Context: an optimization exercise on an open-source flow, tuned for small area. The choices shown serve that exercise and are no tape-out recipe.
The RTL was checked by simulation tests, not by an equivalence proof against the original design.
No activity file was given, so power comes from the tool's default toggle rates.

$ cat flow/design.v
module spi (
    input               clk,                 
    input               rst_n,               
    input               spi_start,           
    input      [15:0]   data_tx,             
    input               miso,                
    output reg  [7:0]   data_rx,             
    output reg          sclk,                
    output reg          mosi,                
    output reg          cs_n,                
    output              spi_busy             
);
    reg [4:0]   bit_cnt;                     
    reg [4:0]   cnt;                         
    reg [15:0]  shift_reg;                   
    reg [1:0]   state;                       
    reg         miso_sync;                   
    localparam  IDLE        = 2'b00, 
                LOAD        = 2'b01, 
                TRANSFER    = 2'b10, 
                DONE        = 2'b11;
    assign spi_busy = (state != IDLE);
    always @(posedge clk) begin
        miso_sync <= miso;
    end
    always @(posedge clk or negedge rst_n) begin
        if (!rst_n) begin
            state       <= IDLE;
            sclk        <= 0;
            cs_n        <= 1;
            mosi        <= 0;
            data_rx     <= 0;
            bit_cnt     <= 0;
            cnt         <= 0;
            shift_reg   <= 0;
        end else begin
            case (state)
                IDLE: begin
                    cs_n <= 1;
                    sclk <= 0;
                    if (spi_start) begin
                        state       <= LOAD;
                        shift_reg   <= data_tx;
                    end
                end
                LOAD: begin
                    cs_n    <= 0;
                    state   <= TRANSFER;
                    bit_cnt <= 16;
                end
                TRANSFER: begin
                    if (bit_cnt > 0) begin
                        cnt <= cnt + 1;
                        case (cnt)
                            0:  sclk <= 0;
                            8:  mosi <= shift_reg[15];                                
                            16: begin
                                sclk <= 1;
                                shift_reg <= {shift_reg[14:0], miso_sync};
                            end
                            24: bit_cnt <= bit_cnt - 1;
                        endcase
                    end else begin
                        cnt <= cnt + 1;
                        if (cnt == 0) begin
                            sclk    <= 0;
                            state   <= DONE;
                            data_rx <= shift_reg[7:0];
                        end
                    end
                end
                DONE: begin
                    cnt <= cnt + 1;
                    if (cnt == 16) begin
                        cnt     <= 0;
                        cs_n    <= 1;
                        state   <= IDLE;
                    end else begin
                        state   <= DONE;
                    end
                end
                default: state  <= IDLE;
            endcase
        end
    end
endmodule
module rc522 (
    input               clk,             
    input               rst_n,           
    input               miso,            
    output              sclk,            
    output              mosi,            
    output              cs_n,            
    output reg          rst,             
    output reg [31:0]   UID,             
    output reg          card_OK,         
    output              RGB1_B,
    output              RGB1_G,
    output              RGB1_R,
    output              RGB2_B,
    output              RGB2_G,
    output              RGB2_R          
);
    localparam  CommandReg              = 8'h01 << 1,    
                ComIEnReg               = 8'h02 << 1,    
                DivIEnReg               = 8'h03 << 1,    
                ComIrqReg               = 8'h04 << 1,    
                DivIrqReg               = 8'h05 << 1,    
                ErrorReg                = 8'h06 << 1,    
                Status1Reg              = 8'h07 << 1,    
                Status2Reg              = 8'h08 << 1,    
                FIFODataReg             = 8'h09 << 1,    
                FIFOLevelReg            = 8'h0A << 1,    
                WaterLevelReg           = 8'h0B << 1,    
                ControlReg              = 8'h0C << 1,    
                BitFramingReg           = 8'h0D << 1,    
                CollReg                 = 8'h0E << 1,    
                ModeReg                 = 8'h11 << 1,    
                TxModeReg               = 8'h12 << 1,    
                RxModeReg               = 8'h13 << 1,    
                TxControlReg            = 8'h14 << 1,    
                TxASKReg                = 8'h15 << 1,    
                TxSelReg                = 8'h16 << 1,    
                RxSelReg                = 8'h17 << 1,    
                RxThresholdReg          = 8'h18 << 1,    
                DemodReg                = 8'h19 << 1,    
                MfTxReg                 = 8'h1C << 1,    
                MfRxReg                 = 8'h1D << 1,    
                SerialSpeedReg          = 8'h1F << 1,    
                CRCResultRegH           = 8'h21 << 1,    
                CRCResultRegL           = 8'h22 << 1,
                ModWidthReg             = 8'h24 << 1,    
                RFCfgReg                = 8'h26 << 1,    
                GsNReg                  = 8'h27 << 1,    
                CWGsPReg                = 8'h28 << 1,    
                ModGsPReg               = 8'h29 << 1,    
                TModeReg                = 8'h2A << 1,    
                TPrescalerReg           = 8'h2B << 1,    
                TReloadRegH             = 8'h2C << 1,    
                TReloadRegL             = 8'h2D << 1,
                TCounterValueRegH       = 8'h2E << 1,    
                TCounterValueRegL       = 8'h2F << 1,
                TestSel1Reg             = 8'h31 << 1,    
                TestSel2Reg             = 8'h32 << 1,    
                TestPinEnReg            = 8'h33 << 1,    
                TestPinValueReg         = 8'h34 << 1,    
                TestBusReg              = 8'h35 << 1,    
                AutoTestReg             = 8'h36 << 1,    
                VersionReg              = 8'h37 << 1,    
                AnalogTestReg           = 8'h38 << 1,    
                TestDAC1Reg             = 8'h39 << 1,    
                TestDAC2Reg             = 8'h3A << 1,    
                TestADCReg              = 8'h3B << 1;    
    localparam  PCD_Idle                = 8'h00,         
                PCD_Mem                 = 8'h01,         
                PCD_GenerateRandomID    = 8'h02,         
                PCD_CalcCRC             = 8'h03,         
                PCD_Transmit            = 8'h04,         
                PCD_NoCmdChange         = 8'h07,         
                PCD_Receive             = 8'h08,         
                PCD_Transceive          = 8'h0C,         
                PCD_MFAuthent           = 8'h0E,         
                PCD_SoftReset           = 8'h0F;         
    localparam  PICC_CMD_REQA           = 8'h26,         
                PICC_CMD_WUPA          = 8'h52,          
                PICC_CMD_CT            = 8'h88,          
                PICC_CMD_SEL_CL1       = 8'h93,          
                PICC_CMD_SEL_CL2       = 8'h95,          
                PICC_CMD_SEL_CL3       = 8'h97,          
                PICC_CMD_HLTA          = 8'h50,          
                PICC_CMD_RATS          = 8'hE0,          
                PICC_CMD_MF_AUTH_KEY_A = 8'h60,          
                PICC_CMD_MF_AUTH_KEY_B = 8'h61,          
                PICC_CMD_MF_READ       = 8'h30,          
                PICC_CMD_MF_WRITE      = 8'hA0,          
                PICC_CMD_MF_DECREMENT  = 8'hC0,          
                PICC_CMD_MF_INCREMENT  = 8'hC1,          
                PICC_CMD_MF_RESTORE    = 8'hC2,          
                PICC_CMD_MF_TRANSFER   = 8'hB0,          
                PICC_CMD_UL_WRITE      = 8'hA2;          
    localparam  uid_1 = 32'h2359A629;        
    localparam  uid_2 = 32'hF3F3A414;        
    reg [5:0]   LED_state;              
    assign RGB1_B = LED_state[5];
    assign RGB1_G = LED_state[4];
    assign RGB1_R = LED_state[3];
    assign RGB2_B = LED_state[2];
    assign RGB2_G = LED_state[1];
    assign RGB2_R = LED_state[0];
    reg         spi_start;
    reg [15:0]  data_tx;     
    wire [7:0]  data_rx;
    wire        spi_busy;
    reg         new_card;
    spi spi_module (
        .clk            (clk),
        .rst_n          (rst_n),
        .spi_start      (spi_start),
        .data_tx        (data_tx),
        .data_rx        (data_rx),
        .sclk           (sclk),
        .mosi           (mosi),
        .miso           (miso),
        .cs_n           (cs_n),
        .spi_busy       (spi_busy)
    );
    reg [31:0]  cnt;
    reg [2:0]   cnt_2; 
    reg [7:0]   FIFOLevelReg_Value;
    reg [7:0]   BCC;
    reg [9:0] instr_step;
    task spi_write;
        input [7:0] reg_addr;
        input [7:0] value;
        begin
            spi_start   <= 1;
            data_tx     <= {reg_addr, value};
        end
    endtask
    task spi_read;
        input [7:0] reg_addr;
        begin
            spi_start   <= 1;
            data_tx     <= {reg_addr | 8'h80, 8'h00};
        end
    endtask
    always @(posedge clk or negedge rst_n) begin
        if (~rst_n) begin
            instr_step      <= 0;
            spi_start       <= 0;
            rst             <= 1;
            UID             <= 32'h00000000;
            LED_state       <= 6'b000000;
            cnt             <= 0;
            cnt_2           <= 0;
            new_card        <= 0;
            card_OK         <= 0;
        end else begin
            if  (&cnt[4:0] && spi_start)                                     
                spi_start   <= 0;
            if  (&cnt[9:0] && ~spi_busy) begin                               
                case (instr_step)
                    1:  rst <= 0;                                            
                    2:  rst <= 1;                                            
                    50: spi_write (TxModeReg,       8'h00);                  
                    51: spi_write (RxModeReg,       8'h00);                  
                    52: spi_write (ModWidthReg,     8'h26);                  
                    53: spi_write (TModeReg,        8'h80);                  
                    54: spi_write (TPrescalerReg,   8'hA9);            
                    55: spi_write (TReloadRegH,     8'h03);
                    56: spi_write (TReloadRegL,     8'hE8);
                    57: spi_write (TxASKReg,        8'h40);                  
                    58: spi_write (ModeReg,         8'h3D);                  
                    59: spi_read  (TxControlReg);
                    60: spi_write (TxControlReg,    8'h03 | data_rx);        
                    62: spi_write (CommandReg,      PCD_Idle);               
                    63: spi_write (ComIrqReg,       8'h7F);                  
                    64: spi_write (FIFOLevelReg,    8'h80);                  
                    65: spi_write (FIFODataReg,     PICC_CMD_REQA);          
                    66: spi_write (BitFramingReg,   8'h07);                  
                    67: spi_write (CommandReg,      PCD_Transceive);         
                    68: spi_write (BitFramingReg,   8'h87);                  
                    70: spi_read  (ComIrqReg);                               
                    71: if (data_rx[5])                                      
                            new_card <= 1;
                    73: spi_write (FIFOLevelReg,    8'h80);                  
                    74: spi_write (FIFODataReg,     PICC_CMD_SEL_CL1);       
                    75: spi_write (FIFODataReg,     8'h20);
                    76: spi_write (BitFramingReg,   8'h00);                  
                    77: spi_write (CommandReg,      PCD_Transceive);         
                    78: spi_write (BitFramingReg,   8'h80);                  
                    83: spi_read  (FIFOLevelReg);
                    84: FIFOLevelReg_Value <= data_rx;
                    85: spi_read  (FIFODataReg);
                    86: UID[31:24] <= data_rx;
                    87: spi_read  (FIFODataReg);
                    88: UID[23:16] <= data_rx;
                    89: spi_read  (FIFODataReg);
                    90: UID[15:8] <= data_rx;
                    91: spi_read  (FIFODataReg);
                    92: UID[7:0] <= data_rx;
                    93: spi_read  (FIFODataReg);
                    94: BCC <= data_rx;                                     
                    95: new_card <= 0;
                    96: if ((FIFOLevelReg_Value == 5) && (BCC == (UID[31:24] ^ UID[23:16] ^ UID[15:8] ^ UID[7:0])))
                            card_OK <= 1;
                    97: card_OK <= 0;
                    98: LED_state <= (UID == uid_1) ? 6'b111000 : (UID == uid_2) ? 6'b000111 : 6'b000000;
                    500:LED_state <= 6'b000000;
                endcase
                if (instr_step == 72 && ~new_card) begin
                    cnt_2 <= cnt_2 + 1;
                    if (cnt_2 == 5) begin
                        cnt_2 <= 0;
                        instr_step <= 62;
                    end else
                        instr_step <= 70;
                end else if (instr_step == 501)
                    instr_step <= 62;
                else
                    instr_step <= instr_step + 1;
            end
            cnt <= cnt + 1;
        end
    end
endmodule
$ cat flow/run.sh
#!/bin/bash
# synth_recipe.tcl (not shown) runs the flow's synth.tcl, then flattens the netlist and writes it again
# the make line also repeats each setting of config.mk as NAME=value (left out here)
make -C /OpenROAD-flow-scripts/flow DESIGN_CONFIG=/design/flow/config.mk WORK_HOME=/design/flow/orfs CLKGATE_MAP_FILE= SYNTH_SCRIPT=/design/flow/synth_recipe.tcl finish
$ cat flow/config.mk
export PLATFORM = sky130hd
export DESIGN_NAME = rc522
export DESIGN_NICKNAME = rc522
export VERILOG_FILES = /design/flow/design.v
export SDC_FILE = /design/flow/constraint.sdc
export NUM_CORES = 4
export LEC_CHECK = 0
export CAP_MARGIN = 20
export CORE_MARGIN = 2
export CORE_UTILIZATION = 40
export SLEW_MARGIN = 20
$ cat flow/constraint.sdc
create_clock -name core_clock -period 10.0 [get_ports {clk}]
set_input_delay 2.0000 -clock core_clock [delete_from_list [all_inputs] [get_ports {clk}]]
set_output_delay 2.0000 -clock core_clock [all_outputs]
set_load 0.01 [all_outputs]
==> results.py <==
metrics = {
    "cts": {
        "clk_path_buf_depth": 2,
        "h-tree-depth": 4,
        "cts_resized": 0,
        "numCtsBuffers": 17,
        "postCtsSetupRepairBufs": 0,
        "insertion_delay_ns": 0.42,
        "cts_tree": "done",
        "cts_hold_buf": 0,
        "cts_sinks": 132,
        "cts.clk_slew.worst_paths_ns": 0.06,
        "cts-root-buf": "clkbuf_16",
    },
    "setup_path": {
        "worst-path-stages": 1,
        "end_kind": "output pin",
        "cp_slowest_cell": "dfstp_2",
        "timing.rr.start": "instr_step[0]",
        "crit_type": "register to output pin",
        "r2r_cells": 8,
        "path_max_fanout": 2,
        "path_cells": "clkdlybuf4s50_1",
        "r2r_slack_ns": 6.60,
        "start_kind": "register",
        "cp.buffers_inverters": 1,
        "cp.required_ns": 8.00,
        "worstReg2RegEnd": "data_tx[15]",
        "cp_top_family": "flip-flops",
        "slowest_delay_ns": 0.54,
        "arrival_ns": 1.49,
    },
    "logic_synthesis": {
        "synth_compound_area_share_pct": 10.4,
        "yosysTopAreaCell": "dfrtp_1",
        "synth_top_family_by_area": "simple AND/OR/NAND/NOR gates",
        "async_reset_ff_share_pct": 75.8,
        "yosys.area_share.adder_pct": 1.87,
        "synthesis.area_sq_um": 6670,
        "synth-simple-area-share_pct": 16.2,
        "synth_edf_count": 31,
        "synth_top_area_share_pct": 36.7,
        "yosysUniqueCellTypes": 64,
        "synth_warnings": 2,
        "synth_xor_xnor_area_share_pct": 6.36,
        "syn_inst": 617,
        "synth_nets": 630,
        "yosys-top-cells-area": "dfrtp_1, edfxtp_1, mux2_2, xnor2_1, nor2_1",
        "ys_seq_elements": 132,
        "ys_seq_area_share_pct": 51.8,
        "yosys-mux-area-fraction_pct": 9.77,
        "avgSynthCellArea_sq_um": 10.8,
        "synth_flop_cell": "dfrtp_1",
    },
    "die": {
        "fp.dieArea_sq_um": 17700,
        "io-pin-count": 46,
        "initial_core_util_pct": 40.5,
        "rows": 47,
        "die_w_um": 133,
        "core_area_sq_um": 16500,
        "die_y_um": 133,
    },
    "power_and_ir_drop": {
        "internal_power_uw": 911,
        "pwr-share-seq_pct": 47.9,
        "power_switching_uw": 238,
        "power_density_nw_per_um2": 146,
        "vdd_drop_max_uv": 94.8,
        "power_frac_comb_pct": 0.8,
        "pwr-share-clk_pct": 51.4,
        "netSwitchingFraction_pct": 20.7,
        "leakagePower_uw": 0.00320,
    },
    "cells_and_area": {
        "largest_register_ffs": 32,
        "stdcell_count": 885,
        "syn2layout_area_growth_pct": 17.9,
        "nets": 665,
        "diodes": 0,
        "num-fill-cells": 1538,
        "drive_gt1_share_pct": 13.5,
    },
    "global_route": {
        "antenna_found_initial": 0,
        "grt_max_degree": 54,
        "grt_pass1_vias": 4761,
        "overflow": 0,
        "grt_use_total_pct": 18.8,
        "grt_pass1_wl_um": 25900,
    },
    "route": {
        "ant_nets": 0,
        "wire_per_inst_um": 18.2,
        "via_count": 4907,
        "drc_errors": 0,
        "drt-initial-drc-count": 503,
        "vias_per_cell": 5.54,
        "drt-pass1-iter-count": 5,
        "routed_wl_um": 16100,
    },
    "min_path": {
        "hold_path_startpoint": "cnt[0]",
        "hold_path_class": "register to register",
        "hold-path-endpoint": "cnt[0]",
        "holdPathStages": 1,
    },
    "placement": {
        "placed_cells": 853,
        "dp_hpwl_um": 11100,
        "io_buffers": 45,
        "pre_cts_slack_ns": 5.98,
        "place.gp.congestion": 0.897,
    },
    "sta": {
        "final.setup.tns_ns": 0,
        "final_max_slew_viol_count": 0,
        "hold_violations": 0,
        "relSlewSlack_pct": 37.2,
        "rsz0062_at_grt": "no",
        "setup_ws_ns": 6.51,
        "timing.final.crit_share_pct": 34.9,
        "setup_violations": 0,
        "fin_skew_ns": 0.0131,
        "fmax_mhz": 287,
        "tightest_slew_ns": 0.938,
        "min_period_ns": 3.49,
    },
    "outcome": {
        "status": "complete, no violations",
    },
    "run": {
        "cap_viol_max_count": 0,
    },
}
==> cells in the mapped netlist (all sizes together), types with 8 or more instances <==
library cell and n:
dfrtp 98, clkbuf 24, xnor2 28, ha 10, o21ai 38, buf 10, nor4 9, inv 21
a21oi 37, nand2 49, nand4 14, nor2 53, edfxtp 31, nor3 8, nand3 24, and3 10
mux2 41, mux2i 19
==> stage by stage <==
stage	cell area (sq um)	total power (uW)	utilization, %	hold slack (ns)
floorplan	6670	560	-	0.423
global placement	7280	569	44.2	0.436
detailed placement	7290	570	44.3	0.451
CTS	7860	1160	47.7	0.460
global route	7870	1190	47.8	0.468
finish	7870	1150	47.8	0.453
==> cells by family after synthesis <==
logic type,Yosys count
fa+ha+maj,10
simple gates,208
flops,132
compound gates,113
xor+xnor,39
buf+inv,55
mux,60
==> area by class of cell <==
class	instances	area (sq um)	share of cell area (%)
clock buffer	20	467	5.93
clock inverter	12	103	1.30
inverter	21	78.8	1.00
multi-input combinational	430	3000	38.2
sequential	132	3460	43.9
tap	220	275	3.50
timing repair buffer	50	485	6.17
==> layout by cell type (no fill, tap or decap), types with 21 or more instances in the layout <==
cell,n
nor2_1,52
a21oi_1,34
dfrtp_1,98
edfxtp_1,31
mux2_2,40
o21ai_0,36
inv_1,21
xnor2_1,28
nand3_1,24
nand2_1,49
clkdlybuf4s50_1,44
==> per-layer routing <==
metal / wire [um] / up-vias / global-route usage, %
met3: 756 / 21 / 4.26
met4: 226 / 0 / 5.91
met5: 0 / - / 0
met2: 7450 / 111 / 28.4
li1: - / 2305 / -
met1: 7690 / 2470 / 26.9
==> worst max-delay path by stage <==
stage / end / from
finish: rst / rst
global placement: data_tx[15] / rst_n
detailed placement: data_tx[14] / rst_n
CTS: data_tx[15] / instr_step[0]
global route: data_tx[15] / instr_step[0]
floorplan: BCC[0] / rst_n
==> power groups by stage <==
stage	Clock, uW	Sequential [uW]	Combinational [uW]
6_report	590	550	9.00
5_1_grt	625	550	10.9
4_1_cts	601	550	9.88
3_5_place_dp	0	560	9.92
3_3_place_gp	0	560	9.56
2_1_floorplan	0	560	0.171

[re-timing with driven ports]
In the flow no input, the clock included, has a driving cell. The finished layout below was timed again as built, in two steps. Step 1 sets driving cells, clkbuf_16 on the clock port and buf_2 on the other inputs (assumed; they add their load-dependent delay and slew). Step 2 also shifts input and output timing later by t, the mid clock arrival at the registers, as if the neighbouring blocks saw the same clock. Three values: no drivers, after step 1, after step 2; two values: the first two.
t, ns: 0.453
slack for setup (ns): 6.510 / 6.467 / 6.318
latest minus earliest clock arrival (ns): 0.014 / 0.014
After both steps setup and hold are still met in this run. For this run, drivers alone change the setup slack by -0.043 ns; drivers and shift together by -0.192 ns.
